Context: an optimization exercise on an open-source flow, tuned for small area, a short achievable clock period and few clock cycles. The choices shown serve that exercise and are no tape-out recipe.
The RTL was checked by simulation tests, not by an equivalence proof against the original design.

## flow/design.v (module list and top-level ports; edited modules follow where they fit)
// module fmul_core: 785 lines
// module finc: 18 lines
// module fadd_front: 72 lines
// module fadd_back: 33 lines
// module relu: 7 lines
// module feedforward: 199 lines
// module ff_order: 25 lines
// module ff_ctl: 14 lines
module feedforward(
    input [31:0] x1, x2, x3, x4,
    input [31:0] w1, w2, w3, w4,
    input clk,
    input rst,
    output wire [31:0] result,
    output wire done
    );
  // ...
==> flow/flow/run.sh <==
#!/bin/bash
# The standard layout (the standard.sh: ORFS from synthesis to the final
# layout), except that the buffer put on every input and output port is the
# smallest plain buffer, sky130_fd_sc_hd__buf_1, rather than the default.
set -e
export BUFFER_PORTS_ARGS="-buffer_cell sky130_fd_sc_hd__buf_1"
bash standard.sh > standard_flow.log 2>&1
==> flow/standard.sh <==
#!/bin/bash
# synth_recipe.tcl (not shown) runs the flow's synth.tcl, then flattens the netlist and writes it again
# the make line also repeats each setting of config.mk as NAME=value (left out here)
make -C /OpenROAD-flow-scripts/flow DESIGN_CONFIG=/design/flow/config.mk WORK_HOME=/design/flow/orfs CLKGATE_MAP_FILE= SYNTH_SCRIPT=/design/flow/synth_recipe.tcl "${@:-finish}"
==> flow/config.mk <==
export PLATFORM = sky130hd
export DESIGN_NAME = feedforward
export DESIGN_NICKNAME = feedforward
export VERILOG_FILES = /design/flow/design.v
export SDC_FILE = /design/flow/constraint.sdc
export NUM_CORES = 4
export LEC_CHECK = 0
export ABC_AREA = 1
export CAP_MARGIN = 20
export CORE_MARGIN = 2
export CORE_UTILIZATION = 55
export SETUP_SLACK_MARGIN = 0.6
export SLEW_MARGIN = 20
==> flow/constraint.sdc <==
create_clock -name core_clock -period 10.0 [get_ports {clk}]
set_input_delay 2.0000 -clock core_clock [delete_from_list [all_inputs] [get_ports {clk}]]
set_output_delay 2.0000 -clock core_clock [all_outputs]
set_load 0.01 [all_outputs]
==> flow_metrics.env, run 1 <==
export IMPL_critPathTopFamily="compound AO/OA/AOI/OAI gates"
export IMPL_design_seq_count=239
export IMPL_num_rows=100
export IMPL_syn_to_final_growth_pct=7.578
export IMPL_ys_warn_count=5
export IMPL_synth_seq_area_share=0.1702
export IMPL_min_delay_start="za_fin"
export IMPL_outcome="complete, no violations"
export IMPL_cts_resized=0
export IMPL_synth_compound_area_frac=0.1833
export IMPL_grt_total_usage=0.4187
export IMPL_cts_path_max_buffers=3
export IMPL_multiInputGateArea_um2=29870
export IMPL_routed_via_density=6.215
export IMPL_grt_pass1_vias=41600
export IMPL_grt_pass1_wl_mm=249.0
export IMPL_tightest_slew_ns=1.186
export IMPL_die_area_um2=77260
export IMPL_grt_overflow_total=0
export IMPL_max_stage_delay_ns=0.57
export IMPL_final_max_slew_viol_count=0
export IMPL_grt_max_degree=100
export IMPL_n_all_buffers=428
export IMPL_critical_path_peak_fanout=25
export IMPL_worstSetupStartpointType="flop"
export IMPL_r2r_end="ub_g"
export IMPL_yosysTopAreaCellShare=0.1630
export IMPL_synth_cell_types=79
export IMPL_multi_input_area_share=0.6728
export IMPL_fmax_mhz=115.9
Testbench counts, summed over its fixed seeds: cycles 3,567.
==> run 2: changes to the inputs <==
--- a/flow/config.mk
+++ b/flow/config.mk
@@ -8,6 +8,6 @@
 export ABC_AREA = 1
 export CAP_MARGIN = 20
 export CORE_MARGIN = 2
-export CORE_UTILIZATION = 55
+export CORE_UTILIZATION = 65
 export SETUP_SLACK_MARGIN = 0.6
 export SLEW_MARGIN = 20
==> run 2 against run 1 <==
Still clean. Sequential cell count stayed put. Core utilization grew 11 points. Final cell count shrank 1.8%. Die area fell by 15%. Critical path type unchanged. Critical endpoint is now ua_e[3].
==> flow_metrics.env, run 2 <==
export IMPL_outcome="complete, no violations"
export IMPL_grt_max_degree=100
export IMPL_top_regs="sr (32), as_sum (28)"
export IMPL_skew_ns=0.02534
export IMPL_die_area_um2=65540
export IMPL_drv_cap=0
export IMPL_cts_num_sinks=239
export IMPL_worstSetupPathType="reg -> reg"
export IMPL_cts_htree_levels=1
export IMPL_drive_above_1_share=0.05155
export IMPL_io_buffer_count=290
export IMPL_coreArea_um2=62970
export IMPL_grt_pass1_vias=42570
export IMPL_drtPass1Iterations=9
export IMPL_grt_overflow_total=0
export IMPL_vias=45090
export IMPL_largest_register_ff_count=32
export IMPL_synth_avg_cell_area_um2=7.039
export IMPL_drc=0
export IMPL_worstHoldPathCells=2
export IMPL_gp_congestion=1.114
export IMPL_ys_flop_type="edfxtp_1"
export IMPL_antenna_left=0
export IMPL_fin_hold_ws_ns=0.4759
export IMPL_synth_area_leader_cell="edfxtp_1"
export IMPL_hold_viol=0
export IMPL_largest_register="sr"
export IMPL_dpl_hpwl_mm=128.1
export IMPL_boundaryPins=291
export IMPL_r2r_cells=32
export IMPL_final_max_slew_viol_count=0
export IMPL_nets=6758
export IMPL_die_h_um=256
export IMPL_antenna_found_initial=10
export IMPL_hold_path_class="reg -> reg"
export IMPL_grt_pass1_wl_mm=247.0
export IMPL_endpoint_kind="flop"
export IMPL_syn_area_um2=41280
export IMPL_clkSlewWorstSetupHoldPaths_ns=0.07
export IMPL_start_util=0.6556
export IMPL_critPathLaunch="nx[1]"
export IMPL_synth_cell_types=79
export IMPL_drt_wl_total_mm=165.3
export IMPL_synthTopCellsByArea="edfxtp_1 16%, fa_1 12%, nand2_1 10%"
export IMPL_path_common_cell="nand2_1"
export IMPL_cpMaxStageDelayCell="clkinv_1"
export IMPL_final_cells=6887
export IMPL_cts_buffers=29
export IMPL_fmax_mhz=112.2
export IMPL_cp_num_cells=32
export IMPL_tightest_slew_ns=1.153
export IMPL_clock_latency_ns=0.61
export IMPL_setup_viol_count_final=0
export IMPL_relSlewSlack=0.2241
export IMPL_r2r_end="ua_e[3]"
export IMPL_min_delay_start="za_fin"
export IMPL_path_buf_inv=3
export IMPL_syn_to_final_growth_pct=7.314
export IMPL_cts_root_buf="clkbuf_16"
export IMPL_synthTopCellsByCount="1105 x nand2_1, 801 x inv_1, 471 x xor2_1, 429 x nor2_1, 352 x o21ai_0"
export IMPL_async_reset_ff_frac=0
export IMPL_cts_path_max_buffers=3
export IMPL_r2r_start="nx[1]"
export IMPL_num_rows=92
export IMPL_ys_warn_count=5
export IMPL_die_w_um=256
export IMPL_utilization=0.7035
export IMPL_place_inst=6805
export IMPL_finalCritPeriodShare=0.8914
export IMPL_synth_fp_nets=6612
export IMPL_synth_seq_area_share=0.1702
export IMPL_rsz0062_at_grt="true"
export IMPL_cts_tree="built"
export IMPL_max_stage_delay_ns=0.89
export IMPL_place_area_um2=43110
export IMPL_yosysTopAreaCellShare=0.1630
export IMPL_crit_arrival_ns=9.37
export IMPL_syn_instance_count=5864
export IMPL_avgRoutedWirePerCell_um=24.01
export IMPL_drt_iter0_drc=6502
export IMPL_period_needed_ns=8.914
export IMPL_r2r_slack_ns=1.09
export IMPL_critical_path_peak_fanout=27
export IMPL_fillers=5521
export IMPL_fin_setup_tns_ns=0
export IMPL_routed_via_density=6.547
export IMPL_grt_total_usage=0.4867
export IMPL_synth_edff_count=224
export IMPL_yosys_register_bits=239
export IMPL_final_common_cell="nand2_1"
export IMPL_min_to="za_fin"
export IMPL_yosysMostFrequentCell="nand2_1"
export IMPL_hold_buffers=0
export IMPL_cp_required_ns=10.46
export IMPL_final_area_um2=44300
export IMPL_critPathTopFamily="compound AO/OA/AOI/OAI gates"
export IMPL_final_cell_mix="1104 x nand2_1, 798 x inv_1, 470 x xor2_1"
export IMPL_worstSetupStartpointType="flop"
[run 2: how the worst max path moves through the flow]
stage | endpoint
floorplan | ub_g
global placement | ub_e[2]
detailed placement | ua_e[3]
CTS | ua_e[3]
global route | ua_e[3]
finish | ua_e[3]
[run 2: tightest hold or removal path, stage by stage (launching register included)]
cell and delay (ns):
dfxtp_1 0.31, nand2_1 0.06, a21oi_1 0.05
[run 2: area by class of cell]
type	instances	area [µm²]	area share
antenna	8	20.02	0.0004519
clock buffer	40	808.3	0.01825
clock inverter	14	145.1	0.003277
inverter	854	3219	0.07268
multi-input combinational	4458	29880	0.6745
sequential	239	7027	0.1586
tap	846	1059	0.02390
timing repair buffer	426	2131	0.04810
timing repair inverter	2	10.01	0.0002260
[run 2: timing repair]
action	in CTS	in global routing
setup buffers	0	14
gates resized for setup	0	9
endpoints found under the hold margin	0	0
setup endpoints to repair	0	80
[run 2: routing by layer]
layer / vias to the layer above / track usage / share of wire
met5: - / 0.002924 / 0.00025
met4: 6 / 0.4089 / 0.11
met3: 1050 / 0.1372 / 0.13
met2: 3701 / 0.7621 / 0.43
met1: 20290 / 0.5519 / 0.33
li1: 20050 / - / -
[run 2: kinds of logic after synthesis]
| logic type | count (synthesis) | share of synthesized area |
|---|---|---|
| simple gates | 2169 | 0.2276 |
| compound gates | 1261 | 0.1833 |
| buf+inv | 1167 | 0.1090 |
| xor+xnor | 521 | 0.1107 |
| fa+ha+maj | 490 | 0.1953 |
| flops | 239 | 0.1702 |
| mux | 16 | 0.003880 |
| other cells | 1 | 0.00009085 |
[run 2: through the flow]
stage	setup WS [ns]
after floorplan	2.085
after global placement	0.9602
after detailed placement	0.9151
after CTS	0.8894
after global routing	0.5770
final	1.086
==> run 3: changes to the inputs <==
--- a/flow/config.mk
+++ b/flow/config.mk
@@ -8,6 +8,6 @@
 export ABC_AREA = 1
 export CAP_MARGIN = 20
 export CORE_MARGIN = 2
-export CORE_UTILIZATION = 65
-export SETUP_SLACK_MARGIN = 0.6
+export CORE_UTILIZATION = 55
+export SETUP_SLACK_MARGIN = 2.5
 export SLEW_MARGIN = 20
==> run 3 against run 2 <==
Core utilization down 6.1 points. Die area up 18%. Design area increased by 7.7%. Area after synthesis unchanged. Sequential share of layout area fell by 1.1 points. Largest cell class unchanged. Critical endpoint is now ub_m[14]. Final cell count rose by 4.6%.
==> flow_metrics.env, run 3 <==
export IMPL_path_common_cell="fa_1"
export IMPL_skew_ns=0.03020
export IMPL_grt_pass1_wl_mm=255.0
export IMPL_cts_num_sinks=239
export IMPL_synth_edff_count=224
export IMPL_grt_max_degree=100
export IMPL_async_reset_ff_frac=0
export IMPL_wl_met3_mm=18.55
export IMPL_outcome="complete, no violations"
export IMPL_grt_total_usage=0.4317
export IMPL_drt_iter0_drc=5587
export IMPL_nets=6959
export IMPL_cp_required_ns=10.34
export IMPL_r2r_slack_ns=2.43
export IMPL_yosys_register_bits=239
export IMPL_top_regs="sr (32), as_sum (28)"
export IMPL_cts_tree="built"
export IMPL_wl_met2_mm=78.39
export IMPL_boundaryPins=291
export IMPL_start_util=0.5554
export IMPL_synth_fp_nets=6612
export IMPL_synth_cell_types=79
export IMPL_grt_pass1_vias=42330
export IMPL_avgRoutedWirePerCell_um=24.59
export IMPL_period_needed_ns=7.570
export IMPL_critPathTopFamily="adder cells"
export IMPL_fin_setup_tns_ns=0
export IMPL_coreArea_um2=74320
export IMPL_final_common_cell="nand2_1"
export IMPL_hold_path_class="reg -> reg"
export IMPL_yosysMostFrequentCell="nand2_1"
export IMPL_endpoint_kind="flop"
export IMPL_tightest_slew_ns=1.042
export IMPL_grt_overflow_total=0
export IMPL_synth_seq_area_share=0.1702
export IMPL_synthTopCellsByArea="edfxtp_1 16%, fa_1 12%, nand2_1 10%"
export IMPL_num_rows=100
export IMPL_clock_latency_ns=0.60
export IMPL_clkSlewWorstSetupHoldPaths_ns=0.06
export IMPL_worstSetupStartpointType="flop"
export IMPL_syn_to_final_growth_pct=15.61
export IMPL_relSlewSlack=0.3030
export IMPL_dpl_hpwl_mm=133.7
export IMPL_die_h_um=278.0
export IMPL_fmax_mhz=132.1
export IMPL_die_w_um=278.0
export IMPL_final_max_slew_viol_count=0
export IMPL_yosysTopAreaCellShare=0.1630
export IMPL_gp_congestion=1.076
export IMPL_critPathLaunch="nx[17]"
export IMPL_critical_path_peak_fanout=6
export IMPL_ys_warn_count=5
export IMPL_worstSetupPathType="reg -> reg"
export IMPL_io_buffer_count=290
export IMPL_min_delay_start="za_fin"
export IMPL_drv_cap=0
export IMPL_cts_path_max_buffers=3
export IMPL_cts_buffers=29
export IMPL_antenna_found_initial=6
export IMPL_synthTopCellsByCount="1105 x nand2_1, 801 x inv_1, 471 x xor2_1, 429 x nor2_1, 352 x o21ai_0"
export IMPL_cts_htree_levels=1
export IMPL_routed_via_density=6.321
export IMPL_utilization=0.6421
export IMPL_syn_area_um2=41280
export IMPL_rsz0062_at_grt="true"
export IMPL_m1WireLength_mm=62.55
export IMPL_r2r_start="nx[17]"
export IMPL_final_cell_mix="1061 x nand2_1, 766 x inv_1, 459 x xor2_1"
export IMPL_vias=45550
export IMPL_antenna_left=0
export IMPL_drt_wl_total_mm=177.2
export IMPL_max_stage_delay_ns=0.59
export IMPL_syn_instance_count=5864
export IMPL_largest_register="sr"
export IMPL_drtPass1Iterations=14
export IMPL_die_area_um2=77260
export IMPL_ys_flop_type="edfxtp_1"
export IMPL_top_layer_used="met5"
export IMPL_cts_root_buf="clkbuf_16"
export IMPL_setup_viol_count_final=0
export IMPL_largest_register_ff_count=32
export IMPL_crit_arrival_ns=7.91
export IMPL_drive_above_1_share=0.1230
export IMPL_synth_area_leader_cell="edfxtp_1"
export IMPL_cpMaxStageDelayCell="fa_1"
export IMPL_drc=0
export IMPL_synth_avg_cell_area_um2=7.039
export IMPL_finalCritPeriodShare=0.7570
export IMPL_path_buf_inv=5
export IMPL_hold_viol=0
export IMPL_hold_buffers=0
## run 3: timing repair
action | in CTS | in global routing
pin swaps | 27 | 163
endpoints found under the setup margin | 101 | 102
gates resized for setup | 97 | 360
gates cloned | 6 | 14
buffers inserted | 71 | 124
## run 3: kinds of logic after synthesis
group / after synthesis / synth area share
AND/OR/NAND/NOR: 2169 / 0.2276
AO/OA/AOI/OAI: 1261 / 0.1833
buffers and inverters: 1167 / 0.1090
XOR/XNOR: 521 / 0.1107
adder cells (fa/ha/maj): 490 / 0.1953
flip-flops: 239 / 0.1702
multiplexers: 16 / 0.003880
other: 1 / 0.00009085
## run 3: path summary, 6_finish.rpt
path,endpoint,depth (start not counted)
max,ub_m[14],35
min,za_fin,2
max reg2reg,ub_m[14],35
min reg2reg,za_fin,2
## run 3: metrics by stage
step | std cells | worst slack, ns | cell area [µm²] | hold slack [ns]
detailed placement | 6933 | 1.005 | 43310 | 0.4569
floorplan | 5864 | 2.502 | 41300 | 0.4395
finish | 7207 | 2.430 | 47720 | 0.4663
global placement | 6933 | 1.180 | 43310 | 0.4542
global route | 7206 | 2.149 | 47720 | 0.4782
CTS | 7064 | 2.499 | 45210 | 0.4649
## run 3: worst register-to-register path: cells and delay by family, from the launching register on
family	cells	cell delay [ns]
AND/OR/NAND/NOR	10	0.82
buffers and inverters	5	1.05
flip-flops	1	0.41
AO/OA/AOI/OAI	12	1.93
XOR/XNOR	2	0.27
adder cells (fa/ha/maj)	6	2.82
## run 3: cell type report
cell class,count,area [µm²]
Antenna cell,4,10.01
Clock inverter,22,251.5
Multi-Input combinational cell,4462,31230
Timing Repair Buffer,622,3921
Tap cell,969,1212
Clock buffer,32,737.0
Fill cell,6805,26600
Inverter,854,3313
Sequential cell,239,7027
Timing Repair inverter,3,18.77
## run 3: routing by layer
layer / up-vias / global-route usage
li1: 20450 / -
met1: 21080 / 0.5063
met2: 3105 / 0.6896
met3: 911 / 0.09385
met4: 6 / 0.3353
met5: - / 0
==> run 4: changes to the inputs <==
--- a/flow/config.mk
+++ b/flow/config.mk
@@ -9,5 +9,5 @@
 export CAP_MARGIN = 20
 export CORE_MARGIN = 2
 export CORE_UTILIZATION = 55
-export SETUP_SLACK_MARGIN = 2.5
+export SETUP_SLACK_MARGIN = 1.5
 export SLEW_MARGIN = 20
==> run 4 against run 3 <==
Still clean on timing, DRC and antenna. Die area stayed put. Sequential cell count unchanged. Design area down 6.2%. Routed wire length fell by 5.4%. Critical path depth shrank 6. Global-route usage down 1.2 points. Synthesized cell count did not move. Via count fell by 4.2%. First-iteration DRC count is 2.5% lower.
==> flow_metrics.env, run 4 <==
export IMPL_outcome="complete, no violations"
export IMPL_drt_wl_total_mm=167.6
export IMPL_die_w_um=278.0
export IMPL_multiInputGateArea_um2=30030
export IMPL_largest_register_ff_count=32
export IMPL_grt_max_degree=100
export IMPL_cts_htree_levels=1
export IMPL_drtPass1Iterations=7
export IMPL_vias=43660
export IMPL_fmax_mhz=123.4
export IMPL_r2r_cells=29
export IMPL_hold_path_class="reg -> reg"
export IMPL_synth_top_family_by_area="simple AND/OR/NAND/NOR gates"
export IMPL_synth_cell_types=79
export IMPL_boundaryPins=291
export IMPL_crit_arrival_ns=8.55
export IMPL_worstSetupStartpointType="flop"
export IMPL_yosysMostFrequentCell="nand2_1"
export IMPL_critical_path_peak_fanout=23
export IMPL_final_area_um2=44770
export IMPL_fillers=7196
export IMPL_r2r_end="ub_m[22]"
export IMPL_finalCritPeriodShare=0.8101
export IMPL_cts_tree="built"
export IMPL_synth_fp_nets=6612
export IMPL_die_area_um2=77260
export IMPL_min_delay_start="za_fin"
export IMPL_syn_to_final_growth_pct=8.472
export IMPL_final_cell_mix="1103 x nand2_1, 794 x inv_1, 470 x xor2_1"
export IMPL_die_h_um=278.0
export IMPL_ys_warn_count=5
export IMPL_synthTopCellsByCount="1105 x nand2_1, 801 x inv_1, 471 x xor2_1, 429 x nor2_1, 352 x o21ai_0"
export IMPL_fin_setup_tns_ns=0
export IMPL_max_stage_delay_ns=0.70
export IMPL_drc=0
export IMPL_cts_num_sinks=239
export IMPL_nets=6785
export IMPL_grt_pass1_wl_mm=249.6
export IMPL_relSlewSlack=0.1838
export IMPL_num_rows=100
export IMPL_yosysTopAreaCellShare=0.1630
export IMPL_period_needed_ns=8.101
export IMPL_syn_instance_count=5864
export IMPL_worstHoldPathCells=2
export IMPL_ys_flop_type="edfxtp_1"
export IMPL_cp_required_ns=10.45
export IMPL_coreArea_um2=74320
export IMPL_worstSetupPathType="reg -> reg"
export IMPL_r2r_slack_ns=1.90
export IMPL_min_to="za_fin"
export IMPL_cts_buffers=30
export IMPL_r2r_start="ny[21]"
export IMPL_synth_seq_area_share=0.1702
export IMPL_drv_cap=0
export IMPL_cts_path_max_buffers=3
export IMPL_synthTopCellsByArea="edfxtp_1 16%, fa_1 12%, nand2_1 10%"
export IMPL_synth_area_leader_cell="edfxtp_1"
export IMPL_hold_viol=0
export IMPL_synthSimpleGateAreaFrac=0.2276
export IMPL_rsz0062_at_grt="false"
export IMPL_path_common_cell="fa_1"
export IMPL_synth_fa_ha_area_frac=0.1953
export IMPL_grt_pass1_vias=41660
export IMPL_final_max_slew_viol_count=0
export IMPL_synth_compound_area_frac=0.1833
export IMPL_synthXorXnorAreaFrac=0.1107
export IMPL_gp_congestion=1.083
export IMPL_skew_ns=0.03148
export IMPL_synth_avg_cell_area_um2=7.039
export IMPL_routed_via_density=6.203
export IMPL_tightest_slew_ns=1.213
export IMPL_cts_root_buf="clkbuf_16"
export IMPL_dpl_hpwl_mm=133.6
export IMPL_yosys_register_bits=239
export IMPL_endpoint_kind="flop"
export IMPL_start_util=0.5554
export IMPL_drive_above_1_share=0.05923
export IMPL_largest_register="sr"
export IMPL_drt_iter0_drc=5449
export IMPL_antenna_found_initial=7
export IMPL_grt_overflow_total=0
export IMPL_async_reset_ff_frac=0
export IMPL_synth_edff_count=224
export IMPL_setup_viol_count_final=0
export IMPL_avgRoutedWirePerCell_um=23.82
export IMPL_grt_total_usage=0.4196
export IMPL_clkSlewWorstSetupHoldPaths_ns=0.06
export IMPL_final_common_cell="nand2_1"
export IMPL_io_buffer_count=290
export IMPL_place_area_um2=43340
export IMPL_syn_area_um2=41280
export IMPL_seqCellArea_um2=7027
export IMPL_synth_mux_area_frac=0.003880
export IMPL_cpMaxStageDelayCell="edfxtp_1"
export IMPL_clock_latency_ns=0.61
export IMPL_antenna_left=0
export IMPL_top_regs="sr (32), as_sum (28)"
export IMPL_fin_hold_ws_ns=0.4752
==> run 4: per-stage QoR <==
step	worst slack, ns	util	instances
2_1_floorplan	2.085	-	5864
3_3_place_gp	0.8830	0.5831	6937
3_5_place_dp	0.7619	0.5832	6937
4_1_cts	1.472	0.5970	7003
5_1_grt	1.439	0.6023	7035
6_report	1.899	0.6024	7038
==> run 4: kinds of logic (layout without fill, tap and decap cells) <==
| kind of cell | Yosys count | after routing |
|---|---|---|
| simple gates | 2169 | 2169 |
| fa+ha+maj | 490 | 490 |
| xor+xnor | 521 | 522 |
| mux | 16 | 16 |
| buf+inv | 1167 | 1363 |
| compound gates | 1261 | 1261 |
| other cells | 1 | 9 |
| flops | 239 | 239 |
==> run 4: layout make-up <==
cell class	instances	share of cell area
multi-input cells	4459	0.6707
well taps	969	0.02708
clock buffers	33	0.01702
flip-flops and latches	239	0.1569
repair buffers	451	0.05198
inverters	854	0.07190
clock inverters	23	0.003661
repair inverters	2	0.0002794
diodes	8	0.0004471
==> run 4: worst max-delay path by stage <==
stage / from / to / slack, ns / depth (start not counted)
2_1_floorplan: ny[9] / ub_g / 2.09 / 35
4_1_cts: ny[1] / ub_m[2] / 1.47 / 38
3_5_place_dp: ny[1] / ub_g / 0.76 / 34
3_3_place_gp: ny[1] / ub_g / 0.88 / 34
5_1_grt: ny[1] / ub_m[3] / 1.44 / 37
6_report: ny[21] / ub_m[22] / 1.90 / 29
==> run 4: timing repair <==
action,CTS,global route
gates cloned,2,1
setup buffers,8,26
setup endpoints to repair,74,99
gates resized for setup,7,46
hold buffers,0,0
pin swaps,0,4
==> run 4: worst max-delay path: cells and delay by family, from the launching register on <==
| kind | cells | cell delay (ns) |
|---|---|---|
| buf+inv | 6 | 1.02 |
| flops | 1 | 0.70 |
| simple gates | 3 | 0.31 |
| xor+xnor | 2 | 0.37 |
| fa+ha+maj | 6 | 3.00 |
| compound gates | 12 | 2.56 |
==> run 4: per-layer routing <==
metal / wire, µm / up-vias / track usage
li1: - / 20090 / -
met1: 60950 / 20210 / 0.5034
met2: 75890 / 2701 / 0.6850
met3: 16070 / 663 / 0.07429
met4: 14660 / 4 / 0.2930
met5: 32 / - / 0
==> run 5: changes to the inputs <==
--- a/flow/config.mk
+++ b/flow/config.mk
@@ -9,5 +9,5 @@
 export CAP_MARGIN = 20
 export CORE_MARGIN = 2
 export CORE_UTILIZATION = 55
-export SETUP_SLACK_MARGIN = 1.5
+export SETUP_SLACK_MARGIN = 3.5
 export SLEW_MARGIN = 20
==> run 5 against run 4 <==
The layout now fails its checks (capacitance limit, slew limit). First-iteration DRC count increased by 35%. Critical path depth decreased by 1. Sequential share of layout area decreased by 2.0 points. Core utilization increased by 8.9 points. Critical endpoint is now as_sum[17]. Largest cell class unchanged. Highest routed layer unchanged.
==> flow_metrics.env, run 5 <==
export IMPL_ys_warn_count=5
export IMPL_syn_to_final_growth_pct=24.48
export IMPL_endpoint="as_sum[17]"
export IMPL_fmax_mhz=108.5
export IMPL_grt_pass1_wl_mm=265.7
export IMPL_die_h_um=278.0
export IMPL_drt_iter0_drc=7341
export IMPL_grt_util_met3=0.09058
export IMPL_die_w_um=278.0
export IMPL_drt_wl_total_mm=198.9
export IMPL_synth_seq_area_share=0.1702
export IMPL_finalCritPeriodShare=0.9212
export IMPL_yosysTopAreaCellShare=0.1630
export IMPL_period_needed_ns=9.212
export IMPL_nets=7127
export IMPL_antenna_found_initial=11
export IMPL_cts_buffers=29
export IMPL_cpMaxStageDelayCell="o21ai_0"
export IMPL_final_max_slew_viol_count=2
export IMPL_largest_register="sr"
export IMPL_worstSetupStartpointType="flop"
export IMPL_r2r_end="as_sum[17]"
export IMPL_synthTopCellsByArea="edfxtp_1 16%, fa_1 12%, nand2_1 10%"
export IMPL_met1_usage=0.5329
export IMPL_endpoint_kind="flop"
export IMPL_hold_viol=0
export IMPL_boundaryPins=291
export IMPL_gp_congestion=1.093
export IMPL_clkSlewWorstSetupHoldPaths_ns=0.07
export IMPL_avgRoutedWirePerCell_um=26.96
export IMPL_cts_htree_levels=1
export IMPL_grt_max_degree=100
export IMPL_outcome="complete, but fails checks"
export IMPL_vias=48440
export IMPL_synth_edff_count=224
export IMPL_hold_buffers=0
export IMPL_r2r_start="ua_m[1]"
export IMPL_coreArea_um2=74320
export IMPL_utilization=0.6914
export IMPL_critical_path_peak_fanout=99
export IMPL_synth_avg_cell_area_um2=7.039
export IMPL_cts_root_buf="clkbuf_16"
export IMPL_worstSetupPathType="reg -> reg"
export IMPL_routed_via_density=6.565
export IMPL_fin_setup_tns_ns=0
export IMPL_io_buffer_count=290
export IMPL_num_rows=100
export IMPL_top_regs="sr (32), as_sum (28)"
export IMPL_grt_pass1_vias=44310
export IMPL_die_area_um2=77260
export IMPL_r2r_slack_ns=0.79
export IMPL_drive_above_1_share=0.1882
export IMPL_clock_latency_ns=0.61
export IMPL_grt_total_usage=0.4462
export IMPL_seqCellArea_um2=7027
export IMPL_hold_path_class="reg -> reg"
export IMPL_fillers=6113
export IMPL_dpl_hpwl_mm=132.1
export IMPL_skew_ns=0.02540
export IMPL_drc=0
export IMPL_rsz0062_at_grt="true"
export IMPL_syn_instance_count=5864
export IMPL_synth_fp_nets=6612
export IMPL_synthTopCellsByCount="1105 x nand2_1, 801 x inv_1, 471 x xor2_1, 429 x nor2_1, 352 x o21ai_0"
export IMPL_cts_tree="built"
export IMPL_cts_path_max_buffers=3
export IMPL_final_cell_mix="1010 x nand2_1, 752 x inv_1, 431 x xor2_1"
export IMPL_antenna_left=0
export IMPL_r2r_cells=28
export IMPL_multiInputGateArea_um2=33210
export IMPL_grt_overflow_total=0
export IMPL_relSlewSlack=-0.8091
export IMPL_yosysMostFrequentCell="nand2_1"
export IMPL_cp_required_ns=10.32
export IMPL_tightest_slew_ns=2.685
export IMPL_start_util=0.5554
export IMPL_ys_flop_type="edfxtp_1"
export IMPL_crit_arrival_ns=9.53
export IMPL_yosys_register_bits=239
export IMPL_critPathLaunch="ua_m[1]"
export IMPL_cts_num_sinks=239
export IMPL_drv_cap=1
export IMPL_drtPass1Iterations=14
export IMPL_so_faults="capacitance limit, slew limit"
export IMPL_async_reset_ff_frac=0
export IMPL_met2_usage=0.7269
export IMPL_synth_area_leader_cell="edfxtp_1"
export IMPL_setup_viol_count_final=0
export IMPL_busiest_layer="met2"
export IMPL_final_common_cell="nand2_1"
export IMPL_syn_area_um2=41280
export IMPL_min_delay_start="za_fin"
export IMPL_synth_cell_types=79
export IMPL_largest_register_ff_count=32
export IMPL_max_stage_delay_ns=2.10
[run 5: kinds of logic after synthesis]
family | synth area share
compound gates | 0.1833
xor+xnor | 0.1107
fa+ha+maj | 0.1953
buf+inv | 0.1090
flops | 0.1702
mux | 0.003880
other cells | 0.00009085
simple gates | 0.2276
[run 5: cell type report]
type,instances,area share
well taps,969,0.02360
clock buffers,30,0.01420
repair buffers,791,0.1101
clock inverters,24,0.003896
inverters,854,0.06443
multi-input cells,4462,0.6464
repair inverters,2,0.0002435
diodes,8,0.0003896
flip-flops and latches,239,0.1368
[run 5: worst min path at each step]
stage | to | slack [ns] | cells past startpoint
global route | za_fin | 0.52 | 2
finish | za_fin | 0.47 | 2
global placement | za_fin | 0.45 | 2
CTS | za_fin | 0.47 | 2
detailed placement | za_fin | 0.46 | 2
floorplan | za_fin | 0.44 | 2
[run 5: routing by layer]
metal | wire length (µm) | share of wire
met1 | 66540 | 0.33
met2 | 85060 | 0.43
met3 | 26410 | 0.13
met4 | 20320 | 0.10
met5 | 586 | 0.0029
[run 5: per-stage QoR]
| step | cell area (µm²) | hold WS [ns] | std cells | worst slack, ns |
|---|---|---|---|---|
| after detailed placement | 43430 | 0.4606 | 6932 | 1.342 |
| after global placement | 43430 | 0.4506 | 6932 | 1.527 |
| after CTS | 48300 | 0.4691 | 7267 | 2.679 |
| after floorplan | 41550 | 0.4395 | 5864 | 2.942 |
| final | 51380 | 0.4691 | 7379 | 0.7876 |
| after global routing | 51380 | 0.5160 | 7376 | 0.9598 |
[run 5: critical path, delay by kind of cell, from the launching register on]
family | cells | cell delay [ns]
flops | 1 | 0.50
xor+xnor | 2 | 0.52
buf+inv | 6 | 1.01
fa+ha+maj | 2 | 0.66
simple gates | 15 | 3.52
compound gates | 3 | 2.61
[run 5: repair_timing]
action | in CTS | in global routing
endpoints found under the setup margin | 111 | 115
resized for setup | 466 | 468
endpoints found under the hold margin | 0 | 0
gates cloned | 15 | 5
pin swaps | 165 | 216
setup buffers | 266 | 97
==> run 6: changes to the inputs <==
--- a/flow/config.mk
+++ b/flow/config.mk
@@ -8,6 +8,6 @@
 export ABC_AREA = 1
 export CAP_MARGIN = 20
 export CORE_MARGIN = 2
-export CORE_UTILIZATION = 55
-export SETUP_SLACK_MARGIN = 3.5
+export CORE_UTILIZATION = 45
+export SETUP_SLACK_MARGIN = 2.5
 export SLEW_MARGIN = 20
==> run 6 against run 5 <==
The run now finishes clean. Area after synthesis unchanged. Worst hold slack improved by 0.0050 ns. Sequential share of layout area increased by 1.3 points. Clock-buffer cell count increased by 8. Worst setup slack improved by 1.9 ns. Final cell count decreased by 0.22%. Via count decreased by 9.1%. Synthesized cell count unchanged. Register-to-register slack improved by 1.9 ns. Critical path type unchanged.
==> flow_metrics.env, run 6 <==
export IMPL_outcome="complete, no violations"
export IMPL_antenna_found_initial=10
export IMPL_syn_area_um2=41280
export IMPL_setup_viol_count_final=0
export IMPL_cts_path_max_buffers=3
export IMPL_seqCellArea_um2=7027
export IMPL_r2r_end="as_sum[27]"
export IMPL_synth_avg_cell_area_um2=7.039
export IMPL_worstSetupStartpointType="flop"
export IMPL_rsz0062_at_grt="true"
export IMPL_cpMaxStageDelayCell="edfxtp_1"
export IMPL_gp_congestion=1.049
export IMPL_avgRoutedWirePerCell_um=24.57
export IMPL_cts_root_buf="clkbuf_16"
export IMPL_period_needed_ns=7.326
export IMPL_setup_ws_ns=2.674
export IMPL_die_h_um=306.9
export IMPL_num_rows=111
export IMPL_ys_warn_count=5
export IMPL_max_stage_delay_ns=0.51
export IMPL_cp_required_ns=10.33
export IMPL_finalCritPeriodShare=0.7326
export IMPL_final_max_slew_viol_count=0
export IMPL_start_util=0.4524
export IMPL_fillers=9332
export IMPL_critical_path_peak_fanout=20
export IMPL_coreArea_um2=91250
export IMPL_grt_total_usage=0.3707
export IMPL_path_buf_inv=6
export IMPL_cts_htree_levels=1
export IMPL_synthTopCellsByCount="1105 x nand2_1, 801 x inv_1, 471 x xor2_1, 429 x nor2_1, 352 x o21ai_0"
export IMPL_synth_edff_count=224
export IMPL_multiInputGateArea_um2=30940
export IMPL_yosysMostFrequentCell="nand2_1"
export IMPL_cts_num_sinks=239
export IMPL_fin_hold_ws_ns=0.4741
export IMPL_cts_buffers=30
export IMPL_die_area_um2=94170
export IMPL_drive_above_1_share=0.1054
export IMPL_drt_iter0_drc=5012
export IMPL_dp_slack_ns=1.200
export IMPL_place_inst=7151
export IMPL_tightest_slew_ns=1.148
export IMPL_top_regs="sr (32), as_sum (28)"
export IMPL_vias=44030
export IMPL_min_to="za_fin"
export IMPL_syn_to_final_growth_pct=14.02
export IMPL_io_buffer_count=290
export IMPL_crit_arrival_ns=7.66
export IMPL_final_cell_mix="1080 x nand2_1, 775 x inv_1, 461 x xor2_1"
export IMPL_r2r_cells=45
export IMPL_final_cells=7363
export IMPL_largest_register="sr"
export IMPL_drv_cap=0
export IMPL_antenna_left=0
export IMPL_die_w_um=306.9
export IMPL_yosysTopAreaCellShare=0.1630
export IMPL_routed_via_density=5.980
export IMPL_r2r_slack_ns=2.67
export IMPL_yosys_register_bits=239
export IMPL_clkSlewWorstSetupHoldPaths_ns=0.06
export IMPL_worstHoldPathCells=2
export IMPL_fin_setup_tns_ns=0
export IMPL_synth_fp_nets=6612
export IMPL_ys_flop_type="edfxtp_1"
export IMPL_hold_viol=0
export IMPL_clock_latency_ns=0.61
export IMPL_cts_tree="built"
export IMPL_largest_register_ff_count=32
export IMPL_critPathTopFamily="compound AO/OA/AOI/OAI gates"
export IMPL_grt_pass1_wl_mm=263.2
export IMPL_boundaryPins=291
export IMPL_skew_ns=0.03199
export IMPL_relSlewSlack=0.2285
export IMPL_hold_path_class="reg -> reg"
export IMPL_worstSetupPathType="reg -> reg"
export IMPL_fmax_mhz=136.5
export IMPL_drtPass1Iterations=7
export IMPL_synth_area_leader_cell="edfxtp_1"
export IMPL_synth_cell_types=79
export IMPL_utilization=0.5158
export IMPL_grt_overflow_total=0
export IMPL_synthTopCellsByArea="edfxtp_1 16%, fa_1 12%, nand2_1 10%"
export IMPL_dpl_hpwl_mm=142.0
export IMPL_r2r_start="ua_m[1]"
export IMPL_async_reset_ff_frac=0
export IMPL_path_common_cell="nand2_1"
export IMPL_grt_max_degree=99
export IMPL_min_delay_start="za_fin"
export IMPL_grt_pass1_vias=41690
export IMPL_endpoint_kind="flop"
export IMPL_drt_wl_total_mm=180.9
export IMPL_synth_seq_area_share=0.1702
export IMPL_final_common_cell="nand2_1"
export IMPL_nets=6892
export IMPL_syn_instance_count=5864
export IMPL_drc=0
## run 6: cell counts after synthesis
Identical to the previous run, type by type.
## run 6: timing repair
action / in CTS / in global routing
hold buffers: 0 / 0
pin swaps: 45 / 70
cloned: 6 / 9
gates resized for setup: 120 / 220
setup endpoints to repair: 99 / 102
setup buffers: 75 / 55
## run 6: how the worst max path moves through the flow
stage / from / endpoint / slack [ns] / cells after the start
6_report: ua_m[1] / as_sum[27] / 2.67 / 45
5_1_grt: ub_m[0] / as_sum[27] / 2.36 / 44
4_1_cts: ua_m[1] / as_sum[14] / 2.51 / 48
3_5_place_dp: ny[3] / ua_e[2] / 1.20 / 34
3_3_place_gp: ny[3] / ua_e[2] / 1.28 / 35
2_1_floorplan: ny[9] / ub_g / 2.50 / 36
## run 6: cells by family after synthesis
family	count (synthesis)	synth area share
adder cells (fa/ha/maj)	490	0.1953
AND/OR/NAND/NOR	2169	0.2276
XOR/XNOR	521	0.1107
flip-flops	239	0.1702
AO/OA/AOI/OAI	1261	0.1833
other	1	0.00009085
multiplexers	16	0.003880
buffers and inverters	1167	0.1090
## run 6: worst register-to-register path, delay by kind of cell, from the launching register on
family          cells  cell delay [ns]
xor+xnor            3             0.42
fa+ha+maj           3             0.97
compound gates     14             2.32
simple gates       18             2.05
flops               1             0.51
buf+inv             6             0.66
mux                 1             0.12
## run 6: through the flow
stage                     area, µm²
after CTS                     45660
after global placement        43610
after global routing          47060
after detailed placement      43610
after floorplan               41300
final                         47070
## run 6: cell type report
| cell class | instances | area share |
|---|---|---|
| Antenna cell | 9 | 0.0004785 |
| Clock buffer | 38 | 0.01723 |
| Clock inverter | 18 | 0.004147 |
| Inverter | 854 | 0.06954 |
| Multi-Input combinational cell | 4463 | 0.6575 |
| Sequential cell | 239 | 0.1493 |
| Tap cell | 1186 | 0.03153 |
| Timing Repair Buffer | 554 | 0.07000 |
| Timing Repair inverter | 2 | 0.0003190 |
## run 6: layer usage
| layer | vias to the layer above | track usage | wire length, µm | part of all wire |
|---|---|---|---|---|
| met2 | 2503 | 0.6132 | 83470 | 0.46 |
| met4 | 0 | 0.2605 | 15370 | 0.085 |
| met1 | 20600 | 0.4462 | 67480 | 0.37 |
| li1 | 20350 | - | - | - |
| met3 | 582 | 0.05024 | 14620 | 0.081 |
| met5 | - | 0 | 0 | 0 |
==> run 7: changes to the inputs <==
--- a/flow/config.mk
+++ b/flow/config.mk
@@ -8,6 +8,6 @@
 export ABC_AREA = 1
 export CAP_MARGIN = 20
 export CORE_MARGIN = 2
-export CORE_UTILIZATION = 45
+export CORE_UTILIZATION = 35
 export SETUP_SLACK_MARGIN = 2.5
 export SLEW_MARGIN = 20
==> run 7 against run 6 <==
Still clean. Clock-buffer cell count decreased by 6. Critical endpoint is now ub_m[1]. Via count is the same. Design area rose by 1.8%. Routed wire length shrank 2.2%.
==> flow_metrics.env, run 7 <==
export IMPL_vias=44030
export IMPL_grt_pass1_wl_mm=261.3
export IMPL_die_h_um=347.4
export IMPL_relSlewSlack=0.3296
export IMPL_synth_avg_cell_area_um2=7.039
export IMPL_r2r_start="ny[1]"
export IMPL_critPathTopFamily="adder cells"
export IMPL_yosys_register_bits=239
export IMPL_cts_tree="built"
export IMPL_cts_path_max_buffers=3
export IMPL_async_reset_ff_frac=0
export IMPL_setup_ws_ns=2.720
export IMPL_ys_flop_type="edfxtp_1"
export IMPL_synth_fp_nets=6612
export IMPL_largest_register_ff_count=32
export IMPL_hold_path_class="reg -> reg"
export IMPL_clkSlewWorstSetupHoldPaths_ns=0.06
export IMPL_syn_to_final_growth_pct=16.04
export IMPL_final_cell_mix="1081 x nand2_1, 778 x inv_1, 461 x xor2_1"
export IMPL_hold_viol=0
export IMPL_antenna_found_initial=7
export IMPL_clock_latency_ns=0.60
export IMPL_die_area_um2=120700
export IMPL_grt_overflow_total=0
export IMPL_cts_root_buf="clkbuf_16"
export IMPL_period_needed_ns=7.280
export IMPL_routed_via_density=5.700
export IMPL_avgRoutedWirePerCell_um=22.90
export IMPL_die_w_um=347.4
export IMPL_synth_cell_types=79
export IMPL_dpl_hpwl_mm=141.6
export IMPL_start_util=0.3543
export IMPL_io_buffer_count=290
export IMPL_grt_pass1_vias=41890
export IMPL_fin_hold_ws_ns=0.4812
export IMPL_path_buf_inv=5
export IMPL_rsz0062_at_grt="true"
export IMPL_gp_congestion=1.038
export IMPL_syn_instance_count=5864
export IMPL_fmax_mhz=137.4
export IMPL_skew_ns=0.02796
export IMPL_coreArea_um2=116500
export IMPL_drtPass1Iterations=6
export IMPL_path_common_cell="fa_1"
export IMPL_drt_wl_total_mm=176.9
export IMPL_yosysMostFrequentCell="nand2_1"
export IMPL_setup_viol_count_final=0
export IMPL_drive_above_1_share=0.1117
export IMPL_synthTopCellsByArea="edfxtp_1 16%, fa_1 12%, nand2_1 10%"
export IMPL_cpMaxStageDelayCell="fa_1"
export IMPL_syn_area_um2=41280
export IMPL_synth_area_leader_cell="edfxtp_1"
export IMPL_utilization=0.4111
export IMPL_largest_register="sr"
export IMPL_crit_arrival_ns=7.71
export IMPL_cts_num_sinks=239
export IMPL_antenna_left=0
export IMPL_worstSetupPathType="reg -> reg"
export IMPL_final_common_cell="nand2_1"
export IMPL_critPathLaunch="ny[1]"
export IMPL_max_stage_delay_ns=0.54
export IMPL_synth_seq_area_share=0.1702
export IMPL_min_delay_start="za_fin"
export IMPL_yosysTopAreaCellShare=0.1630
export IMPL_grt_max_degree=99
export IMPL_dp_slack_ns=1.070
export IMPL_r2r_slack_ns=2.72
export IMPL_grt_total_usage=0.2800
export IMPL_boundaryPins=291
export IMPL_drv_cap=0
export IMPL_drc=0
export IMPL_critical_path_peak_fanout=26
export IMPL_finalCritPeriodShare=0.7280
export IMPL_synthTopCellsByCount="1105 x nand2_1, 801 x inv_1, 471 x xor2_1, 429 x nor2_1, 352 x o21ai_0"
export IMPL_worstSetupStartpointType="flop"
export IMPL_synth_edff_count=224
export IMPL_nets=6925
export IMPL_drt_iter0_drc=4580
export IMPL_endpoint_kind="flop"
export IMPL_cts_buffers=29
export IMPL_fin_setup_tns_ns=0
export IMPL_outcome="complete, no violations"
export IMPL_cp_required_ns=10.43
export IMPL_top_regs="sr (32), as_sum (28)"
export IMPL_tightest_slew_ns=0.9948
export IMPL_cts_htree_levels=1
export IMPL_final_max_slew_viol_count=0
export IMPL_ys_warn_count=5
export IMPL_num_rows=125
[run 7: changes by cell type in the layout (fill, tap and decap cells not counted), sizes merged, moves of 3 or more]
cell,previous run,this run
clkinvlp,14,11
clkbuf,42,33
inv,820,823
buf,549,588
diode,9,4
[run 7: timing repair]
item / CTS / global route
pin swaps: 47 / 117
cloned: 5 / 6
hold buffers: 0 / 0
setup buffers: 84 / 93
resized for setup: 129 / 255
setup endpoints to repair: 103 / 102
[run 7: layout make-up]
class / instances / area (µm²)
clock inverter: 19 / 187.7
clock buffer: 32 / 737.0
inverter: 854 / 3278
antenna: 4 / 10.01
timing repair buffer: 590 / 3649
multi-input combinational: 4462 / 31100
fill: 12220 / 68620
tap: 1524 / 1907
sequential: 239 / 7027
timing repair inverter: 1 / 5.005
[run 7: layer usage]
metal / track usage / routed length (µm) / vias up
met2: 0.4545 / 79380 / 2392
met4: 0.1316 / 10170 / 6
met1: 0.3552 / 70150 / 20810
met3: 0.05819 / 17180 / 463
li1: - / - / 20360
met5: 0 / 35 / -
[run 7: path summary, 6_finish.rpt]
path / cells past startpoint / to
max: 36 / ub_m[1]
min: 2 / za_fin
max reg2reg: 36 / ub_m[1]
min reg2reg: 2 / za_fin
[run 7: worst reg2reg max path, delay by kind of cell, from the launching register on]
kind	cells	cell delay, ns
fa+ha+maj	6	2.66
xor+xnor	2	0.40
compound gates	15	2.24
buf+inv	5	0.70
simple gates	8	0.67
flops	1	0.43
[run 7: cell families after synthesis]
group | after synthesis | synth area share
XOR/XNOR | 521 | 0.1107
buffers and inverters | 1167 | 0.1090
flip-flops | 239 | 0.1702
AND/OR/NAND/NOR | 2169 | 0.2276
multiplexers | 16 | 0.003880
AO/OA/AOI/OAI | 1261 | 0.1833
other | 1 | 0.00009085
adder cells (fa/ha/maj) | 490 | 0.1953
[run 7: stage by stage]
stage                     cells  area, µm²
after floorplan            5864      41300
after global routing       7725      47900
after CTS                  7621      46050
after global placement     7480      43950
final                      7725      47900
after detailed placement   7481      43980
==> run 8: changes to the inputs <==
--- a/flow/config.mk
+++ b/flow/config.mk
@@ -8,6 +8,6 @@
 export ABC_AREA = 1
 export CAP_MARGIN = 20
 export CORE_MARGIN = 2
-export CORE_UTILIZATION = 35
-export SETUP_SLACK_MARGIN = 2.5
+export CORE_UTILIZATION = 40
+export SETUP_SLACK_MARGIN = 3.0
 export SLEW_MARGIN = 20
==> run 8 against run 7 <==
Still clean. Clock-buffer cell count up 7. Global-route usage up 5.7 points. Synthesized cell count unchanged. Die area down 12%. Routed wire length up 6.8%. Worst hold slack better by 0.024 ns. Worst setup slack worse by 0.29 ns. First-iteration DRC count up 27%. Clock skew up 0.040 ns. Critical path depth up 5. Critical path type unchanged. Highest routed layer unchanged.
==> flow_metrics.env, run 8 <==
export IMPL_outcome="complete, no violations"
export IMPL_synth_area_leader_cell="edfxtp_1"
export IMPL_top_regs="sr (32), as_sum (28)"
export IMPL_async_reset_ff_frac=0
export IMPL_final_common_cell="nand2_1"
export IMPL_synthXorXnorAreaFrac=0.1107
export IMPL_final_area_um2=51570
export IMPL_drt_wl_total_mm=189.0
export IMPL_period_needed_ns=7.566
export IMPL_drt_iter0_drc=5801
export IMPL_hold_viol=0
export IMPL_cp_required_ns=10.46
export IMPL_rsz0062_at_grt="true"
export IMPL_place_area_um2=43870
export IMPL_ys_warn_count=5
export IMPL_ys_flop_type="edfxtp_1"
export IMPL_worstHoldPathCells=2
export IMPL_yosys_register_bits=239
export IMPL_nets=7112
export IMPL_worstSetupPathType="reg -> reg"
export IMPL_syn_instance_count=5864
export IMPL_die_area_um2=105800
export IMPL_die_h_um=325.2
export IMPL_avgRoutedWirePerCell_um=24.34
export IMPL_r2r_start="ny[1]"
export IMPL_num_rows=117
export IMPL_crit_arrival_ns=8.03
export IMPL_cts_tree="built"
export IMPL_critical_path_peak_fanout=7
export IMPL_r2r_slack_ns=2.43
export IMPL_largest_register_ff_count=32
export IMPL_start_util=0.4045
export IMPL_drv_cap=0
export IMPL_yosysMostFrequentCell="nand2_1"
export IMPL_synth_seq_area_share=0.1702
export IMPL_fmax_mhz=132.2
export IMPL_final_max_slew_viol_count=0
export IMPL_r2r_cells=41
export IMPL_r2r_end="ub_m[18]"
export IMPL_gp_congestion=1.076
export IMPL_synthSimpleGateAreaFrac=0.2276
export IMPL_clkSlewWorstSetupHoldPaths_ns=0.06
export IMPL_critPathTopFamily="adder cells"
export IMPL_fillers=10120
export IMPL_cts_path_max_buffers=3
export IMPL_min_delay_start="d3[0]"
export IMPL_cts_root_buf="clkbuf_16"
export IMPL_min_to="d3[0]"
export IMPL_hold_path_class="reg -> reg"
export IMPL_worstSetupStartpointType="flop"
export IMPL_grt_pass1_wl_mm=274.2
export IMPL_drc=0
export IMPL_endpoint_kind="flop"
export IMPL_relSlewSlack=0.1405
export IMPL_vias=46250
export IMPL_synth_edff_count=224
export IMPL_synthTopCellsByCount="1105 x nand2_1, 801 x inv_1, 471 x xor2_1, 429 x nor2_1, 352 x o21ai_0"
export IMPL_fin_setup_tns_ns=0
export IMPL_synth_fp_nets=6612
export IMPL_syn_area_um2=41280
export IMPL_synth_compound_area_frac=0.1833
export IMPL_coreArea_um2=102000
export IMPL_tightest_slew_ns=1.276
export IMPL_grt_max_degree=90
export IMPL_grt_overflow_total=0
export IMPL_drive_above_1_share=0.1826
export IMPL_path_buf_inv=8
export IMPL_antenna_left=0
export IMPL_cts_htree_levels=1
export IMPL_synthTopCellsByArea="edfxtp_1 16%, fa_1 12%, nand2_1 10%"
export IMPL_clock_latency_ns=0.63
export IMPL_synth_top_family_by_area="simple AND/OR/NAND/NOR gates"
export IMPL_boundaryPins=291
export IMPL_finalCritPeriodShare=0.7566
export IMPL_grt_total_usage=0.3369
export IMPL_antenna_found_initial=15
export IMPL_synth_avg_cell_area_um2=7.039
export IMPL_synth_mux_area_frac=0.003880
export IMPL_final_cell_mix="1007 x nand2_1, 750 x inv_1, 443 x xor2_1"
export IMPL_die_w_um=325.2
export IMPL_io_buffer_count=290
export IMPL_cpMaxStageDelayCell="fa_1"
export IMPL_synth_cell_types=79
export IMPL_largest_register="sr"
export IMPL_max_stage_delay_ns=0.57
export IMPL_drtPass1Iterations=9
export IMPL_hold_buffers=0
export IMPL_dpl_hpwl_mm=142.2
export IMPL_setup_viol_count_final=0
export IMPL_skew_ns=0.06823
export IMPL_synth_fa_ha_area_frac=0.1953
export IMPL_syn_to_final_growth_pct=24.94
export IMPL_routed_via_density=5.957
export IMPL_yosysTopAreaCellShare=0.1630
export IMPL_cts_buffers=30
export IMPL_cts_num_sinks=239
export IMPL_grt_pass1_vias=43430
export IMPL_fin_hold_ws_ns=0.5056
## run 8: worst register-to-register path: cells and delay by family (launching register included)
| family | cells | cell delay [ns] |
|---|---|---|
| AOI/OAI and AO/OA | 15 | 2.20 |
| xor gates and xnor gates | 2 | 0.49 |
| adders and majority gates | 5 | 2.20 |
| buffers and inverters | 8 | 1.05 |
| DFF | 1 | 0.49 |
| and+or+nand+nor | 11 | 0.97 |
## run 8: kinds of logic after synthesis
logic type      count (synthesis)
compound gates               1261
buf+inv                      1167
other cells                     1
fa+ha+maj                     490
mux                            16
flops                         239
simple gates                 2169
xor+xnor                      521
## run 8: worst max-delay path by stage
| stage | end | cells past startpoint | from | slack, ns |
|---|---|---|---|---|
| after floorplan | ub_g | 37 | ny[1] | 2.94 |
| after global placement | ub_g | 33 | ny[5] | 1.41 |
| after detailed placement | ub_g | 31 | ny[3] | 1.20 |
| after CTS | ub_t | 39 | ny[3] | 2.67 |
| after global routing | ua_m[12] | 41 | ny[1] | 2.26 |
| final | ub_m[18] | 41 | ny[1] | 2.43 |
## run 8: layout make-up
cell class              instances  area (µm²)  share of cell area
clock buffers                  39       784.5             0.01521
repair buffers                770        5498              0.1066
inverters                     854        3324             0.06446
flip-flops and latches        239        7027              0.1363
diodes                         10       25.02           0.0004852
well taps                    1368        1712             0.03319
clock inverters                15       155.1            0.003008
multi-input cells            4464       33010              0.6400
repair inverters                5       38.79           0.0007521
## run 8: per-stage QoR
stage,util,instances,setup WS [ns]
2_1_floorplan,-,5864,2.942
3_3_place_gp,0.4299,7323,1.406
3_5_place_dp,0.4299,7323,1.196
4_1_cts,0.4754,7627,2.671
5_1_grt,0.5054,7761,2.257
6_report,0.5054,7764,2.434
## run 8: routing by layer
| metal | GRT usage | wire (µm) | vias to the layer above |
|---|---|---|---|
| met5 | 0 | 57 | - |
| met4 | 0.1789 | 12580 | 8 |
| met3 | 0.07104 | 19960 | 566 |
| met2 | 0.5323 | 83620 | 2890 |
| met1 | 0.4312 | 72740 | 22020 |
| li1 | - | - | 20760 |
## run 8: timing repair
item	4_1_cts	5_1_grt
setup buffers	232	123
gates resized for setup	424	473
setup endpoints to repair	104	106
cloned	18	4
pin swaps	118	212
==> run 9: changes to the inputs <==
--- a/flow/config.mk
+++ b/flow/config.mk
@@ -9,5 +9,5 @@
 export CAP_MARGIN = 20
 export CORE_MARGIN = 2
 export CORE_UTILIZATION = 40
-export SETUP_SLACK_MARGIN = 3.0
+export SETUP_SLACK_MARGIN = 2.5
 export SLEW_MARGIN = 20
==> run 9 against run 8 <==
Clock skew is essentially flat. Clock-buffer cell count grew 5. Synthesized cell count is the same. Fmax grew 0.95%. First-iteration DRC count shrank 19%. Area after synthesis is the same. Sequential share of layout area grew 0.80 points. Critical path depth shrank 3. Routed wire length shrank 4.5%. Non-clock buffer count shrank 141. Register-to-register slack gained 0.07 ns.
==> flow_metrics.env, run 9 <==
export IMPL_r2r_end="ub_m[8]"
export IMPL_cts_num_sinks=239
export IMPL_critical_path_peak_fanout=7
export IMPL_drtPass1Iterations=6
export IMPL_boundaryPins=291
export IMPL_synth_edff_count=224
export IMPL_largest_register_ff_count=32
export IMPL_routed_via_density=5.847
export IMPL_drv_cap=0
export IMPL_yosysMostFrequentCell="nand2_1"
export IMPL_setup_viol_count_final=0
export IMPL_largest_register="sr"
export IMPL_hold_path_class="reg -> reg"
export IMPL_syn_to_final_growth_pct=17.98
export IMPL_die_w_um=325.2
export IMPL_path_common_cell="fa_2"
export IMPL_cts_htree_levels=1
export IMPL_cts_root_buf="clkbuf_16"
export IMPL_avgRoutedWirePerCell_um=23.71
export IMPL_top_regs="sr (32), as_sum (28)"
export IMPL_synth_fp_nets=6612
export IMPL_busiest_layer="met2"
export IMPL_relSlewSlack=0.1956
export IMPL_start_util=0.4045
export IMPL_synthTopCellsByArea="edfxtp_1 16%, fa_1 12%, nand2_1 10%"
export IMPL_nets=6966
export IMPL_synthTopCellsByCount="1105 x nand2_1, 801 x inv_1, 471 x xor2_1, 429 x nor2_1, 352 x o21ai_0"
export IMPL_period_needed_ns=7.494
export IMPL_hold_viol=0
export IMPL_grt_util_met3=0.06635
export IMPL_endpoint_kind="flop"
export IMPL_die_h_um=325.2
export IMPL_worstSetupPathType="reg -> reg"
export IMPL_syn_instance_count=5864
export IMPL_finalCritPeriodShare=0.7494
export IMPL_yosysTopAreaCellShare=0.1630
export IMPL_vias=44520
export IMPL_yosys_register_bits=239
export IMPL_antenna_left=0
export IMPL_drive_above_1_share=0.1339
export IMPL_min_to="za_fin"
export IMPL_r2r_cells=38
export IMPL_async_reset_ff_frac=0
export IMPL_grt_pass1_vias=41960
export IMPL_final_area_um2=48700
export IMPL_drt_wl_total_mm=180.5
export IMPL_cts_buffers=30
export IMPL_tightest_slew_ns=1.196
export IMPL_cp_required_ns=10.32
export IMPL_final_max_slew_viol_count=0
export IMPL_clkSlewWorstSetupHoldPaths_ns=0.06
export IMPL_grt_total_usage=0.3231
export IMPL_worstHoldPathCells=2
export IMPL_met1_usage=0.4168
export IMPL_dpl_hpwl_mm=141.5
export IMPL_coreArea_um2=102000
export IMPL_worstSetupStartpointType="flop"
export IMPL_synth_cell_types=79
export IMPL_min_delay_start="za_fin"
export IMPL_final_common_cell="nand2_1"
export IMPL_die_area_um2=105800
export IMPL_r2r_slack_ns=2.51
export IMPL_crit_arrival_ns=7.82
export IMPL_drt_iter0_drc=4683
export IMPL_syn_area_um2=41280
export IMPL_gp_congestion=1.065
export IMPL_grt_overflow_total=0
export IMPL_grt_max_degree=99
export IMPL_fin_setup_tns_ns=0
export IMPL_met2_usage=0.5126
export IMPL_num_rows=117
export IMPL_io_buffer_count=290
export IMPL_r2r_start="ny[1]"
export IMPL_dp_slack_ns=0.8726
export IMPL_max_stage_delay_ns=0.59
export IMPL_clock_latency_ns=0.62
export IMPL_final_cell_mix="1050 x nand2_1, 772 x inv_1, 456 x xor2_1"
export IMPL_synth_avg_cell_area_um2=7.039
export IMPL_ys_flop_type="edfxtp_1"
export IMPL_synth_area_leader_cell="edfxtp_1"
export IMPL_synth_seq_area_share=0.1702
export IMPL_antenna_found_initial=12
export IMPL_hold_buffers=0
export IMPL_cts_path_max_buffers=3
export IMPL_outcome="complete, no violations"
export IMPL_drc=0
export IMPL_cpMaxStageDelayCell="fa_2"
export IMPL_fin_hold_ws_ns=0.4733
export IMPL_cts_tree="built"
export IMPL_setup_ws_ns=2.506
export IMPL_rsz0062_at_grt="true"
export IMPL_grt_pass1_wl_mm=263.9
export IMPL_skew_ns=0.06804
export IMPL_ys_warn_count=5
export IMPL_fmax_mhz=133.4
export IMPL_place_area_um2=43770
## run 9: changes by cell type in the layout (fill, tap and decap cells not counted), moves of 17 or more
cell | before | now
buf_4 | 370 | 287
buf_6 | 72 | 25
nand2_1 | 1007 | 1050
nand3_1 | 268 | 301
nand2_4 | 53 | 27
nor2_1 | 362 | 388
o21ai_0 | 260 | 285
nand3_2 | 46 | 22
inv_1 | 750 | 772
nand2_2 | 60 | 43
## run 9: repair_timing
item / 4_1_cts / 5_1_grt
resized for setup: 198 / 343
gates cloned: 12 / 4
pin swaps: 64 / 153
setup buffers: 111 / 101
endpoints found under the setup margin: 103 / 96
## run 9: worst max-delay path, delay by kind of cell (launching register included)
kind                       cells  cell delay, ns
muxes                          1            0.18
xor gates and xnor gates       2            0.29
AOI/OAI and AO/OA             10            1.46
DFF                            1            0.42
and+or+nand+nor               11            0.97
buffers and inverters          8            1.07
adders and majority gates      6            2.79
## run 9: cells by family after synthesis
logic type	Yosys count	share of synthesized area
AO/OA/AOI/OAI	1261	0.1833
buffers and inverters	1167	0.1090
multiplexers	16	0.003880
flip-flops	239	0.1702
adder cells (fa/ha/maj)	490	0.1953
other	1	0.00009085
XOR/XNOR	521	0.1107
AND/OR/NAND/NOR	2169	0.2276
## run 9: how the worst max path moves through the flow
stage,from,end,slack (ns),cells past startpoint
after floorplan,ny[9],ub_g,2.50,36
after global placement,ny[7],ub_g,1.02,33
after detailed placement,ny[7],ua_g,0.87,33
after CTS,ny[1],ua_m[15],2.38,39
after global routing,ny[1],ub_m[8],2.22,38
final,ny[1],ub_m[8],2.51,38
## run 9: cell type report
| class | instances | area [µm²] |
|---|---|---|
| repair buffers | 629 | 4026 |
| fillers | 10370 | 53340 |
| inverters | 854 | 3304 |
| clock buffers | 44 | 853.3 |
| multi-input cells | 4463 | 31630 |
| diodes | 4 | 10.01 |
| flip-flops and latches | 239 | 7027 |
| clock inverters | 12 | 126.4 |
| repair inverters | 1 | 7.507 |
| well taps | 1368 | 1712 |
## run 9: metal layers
metal	part of all wire	vias to the layer above	wire length (µm)
met5	0.00058	-	104
met4	0.066	14	11880
met3	0.10	542	18370
met2	0.44	2594	79430
met1	0.39	20900	70750
li1	-	20460	-
## run 9: stage by stage
step,util,cells
floorplan,-,5864
global placement,0.4289,7323
detailed placement,0.4290,7324
CTS,0.4555,7503
global route,0.4772,7613
finish,0.4773,7614

[re-timing with driven ports]
In the flow no input, the clock included, has a driving cell. The finished layouts below were timed again as built, in two steps.
Step 1 (the two cells are an assumption about what drives the block):
set clk [get_ports {clk}]
set_driving_cell -lib_cell sky130_fd_sc_hd__clkbuf_16 $clk
set_driving_cell -lib_cell sky130_fd_sc_hd__buf_2 [delete_from_list [all_inputs] $clk]
Step 2, shift: input delay + t, output delay - t, t = (earliest + latest rising clock arrival at the registers) / 2. This alone moves slack from input paths to output paths.
a / b / c = ideal ports / drivers / drivers and shift; a / b = the first two.
run | shift t [ns] | slack for setup (ns) | worst setup path after step 2 | latest minus earliest clock arrival (ns) | pins driven straight from the clock port
run 1 | 0.655 | 1.371 / 1.371 / 1.371 | register to register | 0.035 / 0.036 | 1
run 2 | 0.673 | 1.086 / 1.086 / 1.086 | register to register | 0.026 / 0.026 | 1
run 3 | 0.654 | 2.430 / 2.430 / 2.430 | register to register | 0.030 / 0.030 | 1
run 4 | 0.657 | 1.899 / 1.899 / 1.899 | register to register | 0.032 / 0.032 | 1
run 5 | 0.664 | 0.788 / 0.788 / 0.788 | register to register | 0.025 / 0.026 | 1
run 6 | 0.671 | 2.674 / 2.674 / 2.614 | input to register | 0.034 / 0.033 | 1
run 7 | 0.663 | 2.720 / 2.720 / 2.720 | register to register | 0.028 / 0.028 | 1
run 8 | 0.666 | 2.434 / 2.434 / 2.434 | register to register | 0.069 / 0.068 | 1
run 9 | 0.661 | 2.506 / 2.506 / 2.301 | input to register | 0.069 / 0.068 | 1
For run 9, which loses most, drivers alone change the setup slack by 0.000 ns; drivers and shift together by -0.205 ns.
